This is an optimization exercise on Yosys and OpenROAD, whose aim is small area and a short achievable clock period, not a production implementation.

==> flow/design.v (excerpt) <==
module bf16_mac_tree (
    input clk,
    input reset,
    input [15:0] in0, in1, in2, in3,
    input [15:0] in4, in5, in6, in7,
    input [15:0] in8, in9, in10, in11,
    input [15:0] in12, in13, in14, in15,
    output [15:0] out
);
clock: 46.0 ns
lec_check: 0
cap_margin: 20
core_margin: 2
core_utilization: 40
slew_margin: 20
standard.sh (not shown) runs the stock make flow with config.mk's settings and CLKGATE_MAP_FILE= SYNTH_SCRIPT=/design/flow/synth_recipe.tcl, a recipe that flattens the netlist after the stock synthesis.
==> flow/flow/run.sh <==
#!/bin/bash
# Own layout flow: the standard flow with three changes.
#  - Synthesis keeps the module hierarchy until the final flatten (SYNTH_HIERARCHICAL=1),
#    maps with the ABC script flow/area.abc, and extracts full-adder
#    cells only inside multiplier_bf16 (no half adders, no adder cells elsewhere).
#  - Port buffers are sky130_fd_sc_hd__buf_1.
# Each step's full output goes to its own log in this folder.
set -euo pipefail
W=$(pwd)
F=$W/flow
cat > $W/my_synth.tcl <<EOT
proc abc {args} {
  set i [lsearch -exact \$args -script]
  if {\$i >= 0} { set args [lreplace \$args [expr {\$i+1}] [expr {\$i+1}] $F/area.abc] }
  yosys abc {*}\$args
}
proc extract_fa {args} { yosys extract_fa -fa multiplier_bf16 }
source $W/synth_recipe.tcl
EOT
bash standard.sh SYNTH_SCRIPT=$W/my_synth.tcl SYNTH_HIERARCHICAL=1 synth > $W/synth.log 2>&1
bash standard.sh "BUFFER_PORTS_ARGS=-buffer_cell sky130_fd_sc_hd__buf_1" > $W/layout.log 2>&1
==> flow/flow/area.abc <==
strash
dc2
dch
map -D 7000
topo
buffer -c
dnsize -c
Rerun with:
==> flow/flow/area.abc (replaced) <==
strash
dc2
dch
map -D 4000
=> Die area climbs by roughly a tenth; area after synthesis grows by roughly a tenth; sequential share of layout area shrinks by 0.97 points; fmax increases by a few percent; worst setup slack is better by 0.68 ns; wire length went up by about a fifth; sequential cell count is unchanged.
Rerun with:
==> flow/flow/area.abc (replaced) <==
strash
dc2
dch
map -D 7000
Settings changed: CORE_UTILIZATION 40 to 60, PLACE_DENSITY set to 0.7.
Synthesized area is lower by roughly a tenth.
Die area is lower by well over a third.
Global-route usage is higher by 8.5 points.
Routed wire length is lower by about a fifth.
Core utilization is higher by 22 points.
Cell area is lower by roughly a tenth.
Maximum frequency is lower by a few percent.
Final cell count is lower by about a fifth.
First-iteration DRC count is lower by about a fifth.
Rerun with:
Settings changed: CORE_UTILIZATION 60 to 40, PLACE_DENSITY 0.7 to not set.
The new run went through all stages and came out clean.
Setup slack degrades by 0.041 ns.
Global-route usage is lower by 9.9 points.
Via count is lower by 2.2%.
Routed wire length is higher by 2.2%.
Fmax barely changes.
No run of this note included a check of the RTL's function; only the layout flow was run.

---

## the previous run
bf16_mac_tree, a different RTL version from the one above (not shown whole).
Size: about 5300 cells after synthesis, about 81 flip-flops, ~0.033 sq mm of cells after synthesis.
clock: 46.0 ns
lec_check: 0
cap_margin: 20
core_margin: 2
core_utilization: 40
slew_margin: 20
==> flow/flow/run.sh <==
#!/bin/bash
# Own layout flow: the standard flow, with an area-oriented ABC mapping and
# full-adder extraction only (no half adders) in the otherwise standard synthesis.
set -euo pipefail
W=$(pwd)
F=$W/flow
cat > $W/my_synth.tcl <<EOT
proc abc {args} {
  set i [lsearch -exact \$args -script]
  if {\$i >= 0} { set args [lreplace \$args [expr {\$i+1}] [expr {\$i+1}] $F/area.abc] }
  yosys abc {*}\$args
}
proc extract_fa {args} { yosys extract_fa -fa }
source $W/synth_recipe.tcl
EOT
bash standard.sh SYNTH_SCRIPT=$W/my_synth.tcl synth > $W/synth.log 2>&1
bash standard.sh > $W/layout.log 2>&1
==> flow/flow/area.abc <==
strash
dch
map -a
What the current run does differently from the previous run at the input level:
-- flow/flow/run.sh --
<<< the previous run, line 2
# Own layout flow: the standard flow, with an area-oriented ABC mapping and
# full-adder extraction only (no half adders) in the otherwise standard synthesis.
>>> the current run, line 2
# Own layout flow: the standard flow, with an area-oriented ABC mapping and no
# full- or half-adder extraction in the otherwise standard synthesis.
<<< the previous run, line 13
proc extract_fa {args} { yosys extract_fa -fa }
>>> the current run, line 13
proc extract_fa {args} { }
Findings:
The current run finished every step from synthesis to the final layout, and the layout passed the timing, design-rule and antenna checks. Residual overflow from global routing came out exactly the same in the current run and the previous run. The current run against the previous run: final setup violation count closely matched the old numbers; layout filler cell count grew by 15%. Diff the previous run -> the current run: cell row count has increased. Of the current run and the previous run, the current run shows the higher die area, with the previous run below it.
Function was not checked in any run of this note: the RTL went through the layout flow alone.

---

Setup of main:
Another version of the RTL of bf16_mac_tree (not shown whole).
Size: about 5700 cells after synthesis.
export LEC_CHECK = 0
export CAP_MARGIN = 20
export CORE_MARGIN = 2
export CORE_UTILIZATION = 40
export SLEW_MARGIN = 20
create_clock -name core_clock -period 46.0 [get_ports {clk}]
==> flow/flow/run.sh <==
#!/bin/bash
# Own layout flow: the standard flow with these changes.
#  - Synthesis keeps the module hierarchy until the final flatten (SYNTH_HIERARCHICAL=1).
#  - Full-adder cells (no half adders) are extracted only in multiplier_bf16, whose logic
#    is not run through Yosys's "abc -fast" before extraction; the other modules are.
#  - ABC maps with flow/area.abc (a delay target plus buffering and down-sizing)
#    instead of ORFS's script, except the adders of tree levels 2 and 3
#    (adder_bf16 with LEVEL=2 or 3), which it maps with flow/level2.abc and
#    flow/level3.abc, scripts that trade some area for speed.
#  - Port buffers are sky130_fd_sc_hd__buf_1.
# Each step's full output goes to its own log in this folder.
set -euo pipefail
W=$(pwd)
F=$W/flow
head -1 $W/synth_recipe.tcl | grep -q '^proc synth {args} { yosys synth -nofsm -noshare {\*}$args }$'
cat > $W/my_synth.tcl <<EOT
proc abc {args} {
  set i [lsearch -exact \$args -script]
  set base [lreplace \$args \$i [expr {\$i+1}]]
  yosys abc {*}\$base -script $F/level3.abc {\$paramod*adder_bf16*LEVEL=*11}
  yosys abc {*}\$base -script $F/level2.abc {\$paramod*adder_bf16*LEVEL=*10}
  yosys abc {*}\$base -script $F/area.abc {\$paramod*adder_bf16*LEVEL=*01} multiplier_bf16 bf16_mac_tree
}
proc extract_fa {args} { yosys extract_fa -fa multiplier_bf16 }
proc synth {args} {
  if {[lsearch -exact \$args fine:] >= 0} {
    yosys synth -nofsm -noshare -noabc {*}\$args
    yosys abc -fast {\$paramod*adder_bf16*} bf16_mac_tree
    yosys opt -fast
  } else {
    yosys synth -nofsm -noshare {*}\$args
  }
}
EOT
tail -n +2 $W/synth_recipe.tcl >> $W/my_synth.tcl
bash standard.sh SYNTH_SCRIPT=$W/my_synth.tcl SYNTH_HIERARCHICAL=1 synth > $W/synth.log 2>&1
bash standard.sh "BUFFER_PORTS_ARGS=-buffer_cell sky130_fd_sc_hd__buf_1" > $W/layout.log 2>&1
==> flow/flow/area.abc <==
strash
dc2
dch
map -D 7000
topo
buffer -c
dnsize -c
==> flow/flow/level2.abc <==
strash
dc2
dch
map -D 7000
topo
buffer -c
dnsize -c
==> flow/flow/level3.abc <==
strash
dc2
dch
map
topo
buffer -c
upsize -c
dnsize -c
main: flow completed, timing, DRC and antenna clean
For the feature branch, these inputs were changed with respect to main:
==> flow/flow/level2.abc <==
strash
dc2
dch
map -D 5000
topo
buffer -c
upsize -c
dnsize -c
==> comparison <==
Placed standard-cell area ends up higher on the feature branch.
Delta (the feature branch minus main): signed area change from the synthesized netlist to the final layout was more or less identical; routed metal-1 wire length moved down.
| sum of met2 wire segment lengths after detailed routing | the feature branch vs main | 190 um lower |
The feature branch vs main: cell area after layout up
No run of this note included a check of the RTL's function; only the layout flow was run.

---

## rev 12
Another version of the RTL of bf16_mac_tree (not shown whole).
For scale: ~5900 cells after synthesis, ~270 I/O pins, ~0.036 mm2 of cells after synthesis.
export LEC_CHECK = 0
export CAP_MARGIN = 20
export CORE_MARGIN = 2
export CORE_UTILIZATION = 40
export SLEW_MARGIN = 20
create_clock -name core_clock -period 46.0 [get_ports {clk}]
==> flow/flow/run.sh <==
#!/bin/bash
# Own layout flow: the standard flow with three changes.
#  - Synthesis keeps the module hierarchy until the final flatten (SYNTH_HIERARCHICAL=1),
#    maps with an area-oriented ABC script (flow/area.abc), and extracts full-adder
#    cells only inside multiplier_bf16 (no half adders, no adder cells elsewhere).
#  - Port buffers are sky130_fd_sc_hd__buf_1.
# Each step's full output goes to its own log in this folder.
set -euo pipefail
W=$(pwd)
F=$W/flow
cat > $W/my_synth.tcl <<EOT
proc abc {args} {
  set i [lsearch -exact \$args -script]
  if {\$i >= 0} { set args [lreplace \$args [expr {\$i+1}] [expr {\$i+1}] $F/area.abc] }
  yosys abc {*}\$args
}
proc extract_fa {args} { yosys extract_fa -fa multiplier_bf16 }
source $W/synth_recipe.tcl
EOT
bash standard.sh SYNTH_SCRIPT=$W/my_synth.tcl SYNTH_HIERARCHICAL=1 synth > $W/synth.log 2>&1
bash standard.sh "BUFFER_PORTS_ARGS=-buffer_cell sky130_fd_sc_hd__buf_1" > $W/layout.log 2>&1
==> flow/flow/area.abc <==
strash
dch
map -a
Rev 12: full flow OK, the timing, design-rule and antenna checks passed
#### Input delta (rev 13 over rev 12)
==> flow/flow/run.sh <==
#!/bin/bash
# Own layout flow: the standard flow, with an area-oriented ABC mapping and no
# full- or half-adder extraction in the otherwise standard synthesis.
set -euo pipefail
W=$(pwd)
F=$W/flow
cat > $W/my_synth.tcl <<EOT
proc abc {args} {
  set i [lsearch -exact \$args -script]
  if {\$i >= 0} { set args [lreplace \$args [expr {\$i+1}] [expr {\$i+1}] $F/area.abc] }
  yosys abc {*}\$args
}
proc extract_fa {args} { }
source $W/synth_recipe.tcl
EOT
bash standard.sh SYNTH_SCRIPT=$W/my_synth.tcl synth > $W/synth.log 2>&1
bash standard.sh > $W/layout.log 2>&1
Results
Between rev 12 and rev 13, ratio of final minimum period to clock period increased.
Rev 13 vs. rev 12: final cell count increased 1814; detailed-routing wirelength on met1 increased 8400 um.
Against rev 12, first-pass GRT wire length in rev 13 rose by more than 10%.
Rev 13 ends up with higher routed wire length than rev 12 does.
The total overflow reported by the global router of rev 13 and that of rev 12 are within noise of each other.
Max design area across rev 13 and rev 12: rev 13
Total via count in the routed design deteriorates in rev 13 relative to rev 12.
Leading cell type in the layout, fill and taps excluded = sky130_fd_sc_hd__nor2_1: rev 13; leading cell type in the layout, fill and taps excluded = sky130_fd_sc_hd__clkinv_1: rev 12
Rev 12 reports its first element of the critical path as prod_r[3][2] while rev 13 reports prod_r[7][1].
The final layouts of rev 13 and rev 12 pass the timing, design-rule and antenna checks.
No run of this note included a check of the RTL's function; only the layout flow was run.

-- re-timing with driven ports --
Ports are ideal in the flow. The routed layouts listed here were re-timed in OpenROAD.
Step 1, drivers: a clkbuf_16 drives clk and a buf_2 each remaining input, both assumed.
Step 2, shift: input delay + t, output delay - t, t = (earliest + latest rising clock arrival at the registers) / 2. This alone moves slack from input paths to output paths.
Slacks: ideal ports / drivers / drivers and shift; pairs: ideal ports / drivers.
run | shift t [ns] | setup slack, ns | hold WS [ns] | clock arrival spread, ns | worst register clock-pin slew, ns
the first run of note 1 | 0.533 | 26.320 / 26.263 / 26.796 | 0.922 / 0.922 / 0.922 | 0.018 / 0.018 | 0.08 / 0.08
the second run of note 1 | 0.559 | 27.003 / 26.931 / 27.490 | 0.923 / 0.923 / 0.923 | 0.023 / 0.023 | 0.09 / 0.09
the third run of note 1 | 0.536 | 25.787 / 25.734 / 26.130 | 0.936 / 0.936 / 0.936 | 0.023 / 0.023 | 0.08 / 0.08
the fourth run of note 1 | 0.536 | 25.746 / 25.687 / 26.223 | 0.917 / 0.917 / 0.917 | 0.014 / 0.014 | 0.07 / 0.07
the previous run | 0.404 | 10.832 / 10.858 / 10.454 | 0.599 / 0.599 / 0.599 | 0.012 / 0.012 | 0.07 / 0.07
the current run | 0.405 | 16.696 / 16.717 / 16.312 | 0.657 / 0.657 / 0.657 | 0.005 / 0.004 | 0.07 / 0.07
main | 0.534 | 30.033 / 29.969 / 29.681 | 0.356 / 0.356 / 0.356 | 0.014 / 0.015 | 0.07 / 0.07
the feature branch | 0.547 | 30.019 / 29.957 / 29.736 | 0.354 / 0.354 / 0.354 | 0.017 / 0.018 | 0.08 / 0.08
rev 12 | 0.546 | 22.938 / 22.938 / 22.938 | 0.964 / 0.964 / 0.964 | 0.011 / 0.011 | 0.07 / 0.07
rev 13 | 0.547 | 21.947 / 21.947 / 21.947 | 0.804 / 0.804 / 0.804 | 0.017 / 0.016 | 0.07 / 0.07
After both steps every run listed still meets setup and hold. For the current run, which loses most, drivers alone change the setup slack by +0.021 ns; drivers and shift together by -0.384 ns.
